Source: an optimization exercise on an open RTL-to-GDS flow (aim: small area and a short achievable clock period). Production flows keep margins and buffers that such runs may drop. The RTL was checked by simulation tests, not by an equivalence proof against the original design.

==> branch willow: inputs <==
==> flow/design.v (excerpt) <==
module neuron_intra_Nbits #(
parameter N = 16,
parameter N_INPUTS = 16,
parameter LOG_N_INPUTS = 4
) (
    input  wire                         clk,
    input  wire                         rst,
    input  wire                         en,
    input  wire signed [N*N_INPUTS-1:0] W,
    input  wire signed [N*N_INPUTS-1:0] X_N,
    output reg signed [         N-1:0] Out
);
==> flow/config.mk <==
export PLATFORM = sky130hd
export DESIGN_NAME = neuron_intra_Nbits
export DESIGN_NICKNAME = neuron_intra_Nbits
export VERILOG_FILES = /design/flow/design.v
export SDC_FILE = /design/flow/constraint.sdc
export NUM_CORES = 4
export LEC_CHECK = 0
export CAP_MARGIN = 20
export CORE_MARGIN = 2
export CORE_UTILIZATION = 40
export SLEW_MARGIN = 20
export SYNTH_HIERARCHICAL = 1
export SYNTH_MINIMUM_KEEP_SIZE = 0
==> flow/constraint.sdc <==
create_clock -name core_clock -period 14.0 [get_ports {clk}]
set_input_delay 2.8000 -clock core_clock [delete_from_list [all_inputs] [get_ports {clk}]]
set_output_delay 2.8000 -clock core_clock [all_outputs]
set_load 0.01 [all_outputs]
run.sh (not shown) runs the stock make flow with config.mk's settings and CLKGATE_MAP_FILE= SYNTH_SCRIPT=/design/flow/synth_recipe.tcl, a recipe that flattens the netlist after the stock synthesis.
==> branch lagoon (differences from branch willow) <==
--- a/flow/config.mk
+++ b/flow/config.mk
@@ -8,5 +8,5 @@
 export CAP_MARGIN = 20
 export CORE_MARGIN = 2
-export CORE_UTILIZATION = 40
+export CORE_UTILIZATION = 60
 export SLEW_MARGIN = 20
 export SYNTH_HIERARCHICAL = 1
==> branch juniper (differences from branch willow) <==
--- a/flow/config.mk
+++ b/flow/config.mk
@@ -6,8 +6,8 @@
 export NUM_CORES = 4
 export LEC_CHECK = 0
-export CAP_MARGIN = 20
+export CAP_MARGIN = 40
 export CORE_MARGIN = 2
 export CORE_UTILIZATION = 40
-export SLEW_MARGIN = 20
+export SLEW_MARGIN = 60
 export SYNTH_HIERARCHICAL = 1
 export SYNTH_MINIMUM_KEEP_SIZE = 0
==> impl_metrics.py <==
metrics = {
    "critical_path": {
        "startpoint": "cs[6]",
    },
    "timing": {
        "setup_ws_ps": 6273,
    },
    "detailed_routing": {
        "wl_met2_um": 216200,
        "wl_per_cell_um": 48.55,
        "wl_met3_um": 114300,
        "drtPass1Iterations": 17,
    },
    "outcome": {
        "run_status": "no timing/DRC/antenna violations",
    },
    "layout": {
        "final_cell_count_no_fill": 11770,
        "fillCellCount": 14030,
        "multi_input_area_share": 0.7550,
        "drive_gt1_frac": 0.04258,
    },
    "global_route": {
        "gr-usage-met1": 0.7123,
        "grt_pass1_vias": 87580,
    },
    "floorplan": {
        "initial_core_util": 0.6033,
        "taps": 2355,
    },
    "clocking": {
        "clk_latency_ps": 690,
    },
}
-- figures above: branch lagoon

==> impl_metrics.py <==
metrics = {
    "outcome": {
        "run_status": "no timing/DRC/antenna violations",
    },
    "critical_path": {
        "startpoint": "X_N[163]",
    },
    "global_route": {
        "grt_pass1_vias": 84610,
        "gr-usage-met1": 0.6041,
    },
    "layout": {
        "multi_input_area_share": 0.7415,
        "fillCellCount": 25180,
        "final_cell_count_no_fill": 13030,
    },
    "detailed_routing": {
        "wl_met2_um": 262300,
    },
    "timing": {
        "setup_ws_ps": 6317,
    },
    "floorplan": {
        "taps": 3552,
    },
    "clocking": {
        "clk_latency_ps": 740,
    },
}
-- figures above: branch willow

==> impl_metrics.py <==
metrics = {
    "floorplan": {
        "taps": 3552,
    },
    "layout": {
        "multi_input_area_share": 0.7472,
        "final_cell_count_no_fill": 13040,
        "fillCellCount": 25060,
    },
    "outcome": {
        "run_status": "no timing/DRC/antenna violations",
    },
    "clocking": {
        "clk_latency_ps": 720,
    },
    "global_route": {
        "grt_pass1_vias": 84480,
    },
    "timing": {
        "setup_ws_ps": 6420,
    },
    "detailed_routing": {
        "wl_met2_um": 261100,
    },
}
-- figures above: branch juniper


---

==> run a <==
Another version of the RTL of neuron_intra_Nbits (not shown whole).
Design neuron_intra_Nbits, start of the top module:
module neuron_intra_Nbits #(
parameter N = 16,
parameter N_INPUTS = 16,
parameter LOG_N_INPUTS = 4
) (
    input  wire                         clk,
    input  wire                         rst,
    input  wire                         en,
    input  wire signed [N*N_INPUTS-1:0] W,
    input  wire signed [N*N_INPUTS-1:0] X_N,
    output reg signed [         N-1:0] Out
);
  wire one1;
  wire two2;
  wire neg3;
  wire pp4;
  wire pp5;
  wire pp6;
  wire pp7;
  wire pp8;
  wire pp9;
  wire pp10;
  wire pp11;
  wire pp12;
  wire pp13;
  wire pp14;
  wire pp15;
  wire pp16;
  wire pp17;
  wire pp18;
  wire pp19;
  wire pp20;
  wire one21;
  wire two22;
  wire neg23;
  wire pp24;
  wire pp25;
  wire pp26;
  wire pp27;
  wire pp28;
  wire pp29;
  wire pp30;
  wire pp31;
  wire pp32;
  wire pp33;
  wire pp34;
  wire pp35;
  wire pp36;
  wire pp37;
  wire pp38;
  wire pp39;
  wire pp40;
  wire one41;
  wire two42;
  wire neg43;
  wire pp44;
  wire pp45;
  ...
clock: 14.0 ns
lec_check: 0
cap_margin: 40
core_margin: 2
core_utilization: 40
slew_margin: 60
synth_hierarchical: 1
synth_minimum_keep_size: 0
standard.sh (not shown) runs the stock make flow with config.mk's settings and CLKGATE_MAP_FILE= SYNTH_SCRIPT=/design/flow/synth_recipe.tcl, a recipe that flattens the netlist after the stock synthesis.
==> flow/flow/run.sh <==
#!/bin/bash
# Own layout flow: the standard flow (standard.sh: unchanged synthesis,
# constraints and steps) with two changes in how the layout is made:
#  - the port buffers that buffer_ports adds to every input and output are
#    sky130_fd_sc_hd__buf_2 rather than the tool's default pick
#    (clkdlybuf4s50_1, a slow delay cell twice the area);
#  - the repair_timing run after clock-tree synthesis aims for 7.6 ns of setup
#    slack (SETUP_SLACK_MARGIN), so the resizer keeps shortening the worst
#    paths after they meet the 14 ns clock. Every other step keeps the default.
# make's and each tool's full output goes to the standard_*.log files here;
# ORFS also keeps a log per step under orfs/logs/.
set -euo pipefail
BP="BUFFER_PORTS_ARGS=-buffer_cell sky130_fd_sc_hd__buf_2"
bash standard.sh "$BP" place > standard_place.log 2>&1
bash standard.sh "$BP" SETUP_SLACK_MARGIN=7.6 cts > standard_cts.log 2>&1
bash standard.sh "$BP" finish > standard_finish.log 2>&1
test -s out/final.def
==> inputs of run b, as changes to run a <==
==> flow/run.sh (new file) <==
#!/bin/bash
# synth_recipe.tcl (not shown) runs the flow's synth.tcl, then flattens the netlist and writes it again
# the make line also repeats each setting of config.mk as NAME=value (left out here)
make -C /OpenROAD-flow-scripts/flow DESIGN_CONFIG=/design/flow/config.mk WORK_HOME=/design/flow/orfs CLKGATE_MAP_FILE= SYNTH_SCRIPT=/design/flow/synth_recipe.tcl finish
removed: flow/flow/run.sh
removed: flow/standard.sh
==> impl_metrics.toml <==
[cells_and_area]
nonClockBufferCount = 671

[detailed_routing]
drtPass1Iterations = 9

[global_routing]
antenna_found_initial = 44
grt_usage_pct = 44.43

[min_path]
min_to = "Out[7]$_DFFE_PP0P_"
hold_path_startpoint = "pend[7]$_DFFE_PP_"

[placement]
dp_slack_ns = 6.282

[setup_path]
crit_chain = "fa_2 -> fa_1 -> fa_1 -> fa_1 -> fa_1 -> fa_1 -> ha_1 -> ha_1 -> o21a_1 -> o21ai_0 -> a31o_2 -> nand4_1 -> a31oi_4 -> xnor2_2 -> buf_12 -> and2_2 -> o31ai_1"
r2r-end = "Out[6]$_DFFE_PP0P_"

[timing]
worstMarginPinSlew_ns = 0.6799

[outcome]
status = "no timing/DRC/antenna violations"

[cts]
path_clk_slew_ns = 0.06
That was run a.
==> impl_metrics.toml <==
[min_path]
min_to = "Out[9]$_DFFE_PP0P_"
hold_path_startpoint = "pend[9]$_DFFE_PP_"

[placement]
detailed_place_hpwl_um = 471000
dp_slack_ns = 6.073
postPlaceCellArea_mm2 = 0.1086

[setup_path]
crit_chain = "clkdlybuf4s50_1 -> ha_2 -> nand2b_1 -> clkinv_2 -> xnor2_1 -> fa_1 -> fa_1 -> fa_1 -> fa_1 -> fa_1 -> fa_1"
r2r-end = "pend[2]$_DFFE_PP_"

[cts]
path_clk_slew_ns = 0.07

[global_routing]
grt_usage_pct = 43.09
grt_use_met2_pct = 61.63
antenna_found_initial = 35

[timing]
setup_ws_ns = 6.680
worstMarginPinSlew_ns = 0.6965

[detailed_routing]
met3RoutedLength_um = 66570
drtPass1Iterations = 10

[logic_synthesis]
yosysTopAreaCell = "fa_1"

[outcome]
status = "no timing/DRC/antenna violations"

[cells_and_area]
nonClockBufferCount = 704
That was run b.

[re-timing with driven ports]
No port has a modelled driver above. Below, the same layouts with a new extraction and two added sets of constraints. Step 1, drivers: a clkbuf_16 drives clk and a buf_2 each remaining input, both assumed. Step 2 adds t to the input delays and takes it off the output delays; t is the mean of the earliest and latest rising clock arrival at the registers after step 1. Input paths then give back, and output paths get back, about the clock's delay inside the block. Slacks: ideal / step 1 / step 2; pairs: ideal / step 1.
| run | shift t [ns] | slack for setup (ns) | worst hold slack (ns) | slew at the worst register clock pin (ns) | cell pins on the clock port's net |
|---|---|---|---|---|---|
| branch willow | 0.812 | 6.317 / 6.385 / 5.573 | 0.507 / 0.507 / 0.507 | 0.08 / 0.08 | 1 |
| branch lagoon | 0.805 | 6.273 / 6.273 / 5.653 | 0.513 / 0.513 / 0.513 | 0.08 / 0.08 | 1 |
| branch juniper | 0.788 | 6.420 / 6.473 / 5.686 | 0.506 / 0.506 / 0.506 | 0.07 / 0.07 | 1 |
| run a | 0.808 | 7.399 / 7.399 / 6.682 | 0.447 / 0.447 / 0.447 | 0.09 / 0.09 | 1 |
| run b | 0.794 | 6.680 / 6.756 / 5.961 | 0.467 / 0.467 / 0.467 | 0.07 / 0.07 | 1 |
After both steps setup and hold are still met in every run listed. For branch willow, which loses most, drivers alone change the setup slack by +0.068 ns; drivers and shift together by -0.744 ns.
